What follows belongs to an exercise in optimizing a design on an open flow for small area; a production flow would make more cautious choices.
RTL that was checked went through simulation tests only; none was proved equivalent to the original.
The clock port is modelled as an ideal driver; clocking choices that lean on that would not hold on a real chip.
No activity file was given, so power comes from the tool's default toggle rates.

==> module t1b_ultrasonic, before the edit <==
module t1b_ultrasonic(
    input clk_50M, reset, echo_rx,
    output reg trig,
    output op,
    output wire [15:0] distance_out
);
localparam [8:0] R0 = 9'b000111010, R242 = 9'b000111000;
wire rwrap, r204, r241;
reg        started;          
reg        meas;             
reg [10:0] q;
reg [8:0]  rs;                 
wire [8:0] r = rs ^ R0;
reg [8:0]  dreg;
wire [8:0] RNEXT = {r[7:0], ~(r[8] ^ r[3])};
assign rwrap = ((r ^ 9'b001110101) & 9'b101011111) == 9'd0;    
assign r204  = ((r ^ 9'b010111110) & 9'b110001111) == 9'd0;    
assign r241  = ((r ^ 9'b000011100) & 9'b001111110) == 9'd0;    
wire qa    = &q[10:4];
wire ew    = qa & q[3] & q[1] & ~q[0];                             
wire rclr  = load | rwrap;
wire cq    = (rwrap & ~ew) | (qa & q[3] & ~q[1] & q[0] & r204);   
wire mwrap = meas & ~q[10] & q[8] & q[7] & q[5] & q[4] & q[3] & q[2] & r241;  
wire load  = echo_rx & (ew | mwrap);
always @(*)
    trig = started & qa & ((q[3] & ~q[1]) | (~q[3] & q[2] & q[1] & q[0] & rwrap));
assign distance_out = {{7{&dreg[8:6]}}, dreg};
assign op = (dreg <= 9'd70);
always @(posedge clk_50M or negedge reset) begin
    if (!reset) begin
        started <= 1'b0;
        dreg    <= 9'd0;
    end else begin
        started <= reset;     
        if (started & meas & ~echo_rx)
            dreg <= q[8:0];
    end
end
wire setq = load | ~started;
wire [8:0] rs_next = (rclr ? R0 : RNEXT) ^ R0;
always @(posedge clk_50M) begin
    meas <= started & echo_rx & (meas | ew);
    rs   <= ~started ? (R242 ^ R0) : rs_next;
    q    <= ((q + {10'd0, cq}) | {11{setq}}) & {7'h7f, started, 3'b111};
end
endmodule
export LEC_CHECK = 0
export CAP_MARGIN = 20
export CORE_MARGIN = 2
export CORE_UTILIZATION = 40
export GPL_TIMING_DRIVEN = 0
export SLEW_MARGIN = 20
export POST_FLOORPLAN_TCL = /design/flow/flow/rmp.tcl
export BUFFER_PORTS_ARGS = -buffer_cell sky130_fd_sc_hd__buf_1
export PRE_CTS_TCL = /design/flow/flow/clkbuf.tcl
export CTS_ARGS = -clk_nets clk_50M
export CLKBUF_CELL = sky130_fd_sc_hd__clkbuf_8
export CLKBUF_N = 2
export CLKROOT_CELL = sky130_fd_sc_hd__clkbuf_1
create_clock -name core_clock -period 20.0 [get_ports {clk_50M}]
standard.sh (not shown) runs the stock make flow with config.mk's settings and CLKGATE_MAP_FILE= SYNTH_SCRIPT=/design/flow/synth_recipe.tcl, a recipe that flattens the netlist after the stock synthesis.
==> flow/flow/run.sh <==
#!/bin/bash
# Standard ORFS flow (the standard.sh, standard synthesis unchanged) with
# three layout changes:
#  - after floorplan, the combinational logic is re-mapped for area with
#    OpenROAD's restructure (flow/rmp.tcl, with the platform's don't-use
#    cells filtered out of its liberty by flow/libfilter.py); registers are
#    left as synthesized. The re-mapped netlist is checked against the
#    synthesized one (flow/eqcheck.sh, Yosys equivalence with registers paired
#    by name); if the check fails, floorplan is redone without restructure,
#  - port buffers use the smallest buffer (buf_1) instead of clkdlybuf4s50_1,
#  - the clock tree is one root buffer and CLKBUF_N leaf buffers
#    (flow/clkbuf.tcl) instead of TritonCTS's H-tree.
# Each tool's output goes to the ORFS logs, make's output to standard*.log,
# the equivalence check's to eqcheck*.log.
set -euo pipefail
here=$(pwd)
cat >> config.mk <<EOC
export POST_FLOORPLAN_TCL = $here/flow/rmp.tcl
export BUFFER_PORTS_ARGS = -buffer_cell sky130_fd_sc_hd__buf_1
export PRE_CTS_TCL = $here/flow/clkbuf.tcl
export CTS_ARGS = -clk_nets clk_50M
export CLKBUF_CELL = sky130_fd_sc_hd__clkbuf_8
export CLKBUF_N = 2
export CLKROOT_CELL = sky130_fd_sc_hd__clkbuf_1
EOC
res=$here/orfs/results/$FLOW_PLATFORM/t1b_ultrasonic/base
bash standard.sh floorplan > standard_floorplan.log 2>&1
printf 'read_db %s\nwrite_verilog %s\n' $res/2_1_floorplan.odb $here/floorplan_netlist.v > write_fp_netlist.tcl
openroad -no_init -exit write_fp_netlist.tcl > write_fp_netlist.log 2>&1
if bash flow/eqcheck.sh $res/1_2_yosys.v $here/floorplan_netlist.v eqcheck.log; then
  echo "restructured netlist proven equivalent" > eqcheck_result.txt
else
  echo "restructured netlist NOT proven equivalent; floorplan redone without restructure" > eqcheck_result.txt
  rm -f $res/2_*
  RMP_SKIP=1 bash standard.sh floorplan > standard_floorplan_norestructure.log 2>&1
fi
bash standard.sh > standard.log 2>&1
Other scripts of this flow, unchanged in this note and not shown: flow/flow/clkbuf.tcl, flow/flow/eqcheck.sh, flow/flow/libfilter.py, flow/flow/rmp.tcl
==> next run, changes <==
--- a/flow/design.v
+++ b/flow/design.v
@@ -1,24 +1,24 @@
 module t1b_ultrasonic(
     input clk_50M, reset, echo_rx,
     output reg trig,
     output op,
     output wire [15:0] distance_out
 );
-localparam [8:0] R0 = 9'b000111010, R242 = 9'b000111000;
+localparam [8:0] R0 = 9'b011001011, R242 = 9'b111001001;
 wire rwrap, r204, r241;
 reg        started;          
 reg        meas;             
 reg [10:0] q;
 reg [8:0]  rs;                 
 wire [8:0] r = rs ^ R0;
 reg [8:0]  dreg;
 wire [8:0] RNEXT = {r[7:0], ~(r[8] ^ r[3])};
-assign rwrap = ((r ^ 9'b001110101) & 9'b101011111) == 9'd0;    
-assign r204  = ((r ^ 9'b010111110) & 9'b110001111) == 9'd0;    
-assign r241  = ((r ^ 9'b000011100) & 9'b001111110) == 9'd0;    
+assign rwrap = ((r ^ 9'b100010111) & 9'b011100111) == 9'd0;    
+assign r204  = ((r ^ 9'b001101110) & 9'b110001111) == 9'd0;    
+assign r241  = ((r ^ 9'b011100100) & 9'b011101011) == 9'd0;    
 wire qa    = &q[10:4];
 wire ew    = qa & q[3] & q[1] & ~q[0];                             
 wire rclr  = load | rwrap;
 wire cq    = (rwrap & ~ew) | (qa & q[3] & ~q[1] & q[0] & r204);   
 wire mwrap = meas & ~q[10] & q[8] & q[7] & q[5] & q[4] & q[3] & q[2] & r241;  
 wire load  = echo_rx & (ew | mwrap);
=>
- cell area barely changes
- global-route usage rises by 0.49 points
- worst hold slack got worse by 0.0051 ns
- fmax rose by 19%
- utilization went down by 0.21 points
- power came out higher by 1.6%
- clock power rose by about 3%
- combinational power goes up by 11%
- flip-flop and latch count does not change
The RTL of the second run of this note was laid out without a check of its function.

[what the ideal ports hide]
How much do the figures lean on ideal ports? The routed layouts below were timed once more, with nothing changed but the port constraints.
Step 1, drivers: a clkbuf_16 drives clk_50M and a buf_2 each remaining input, both assumed.
Step 2 also shifts input and output timing later by t, the mid clock arrival at the registers, as if the neighbouring blocks saw the same clock.
Slacks: ideal ports / drivers / drivers and shift; pairs: ideal ports / drivers.
run | t (ns) | setup WS [ns] | latest minus earliest clock arrival (ns) | worst data-port slew with drivers (ns)
the first run | 0.377 | 13.032 / 13.006 / 13.383 | 0.008 / 0.008 | 0.03
the second run | 0.384 | 14.151 / 14.128 / 14.358 | 0.002 / 0.003 | 0.03
After both steps setup and hold are still met in every run listed.
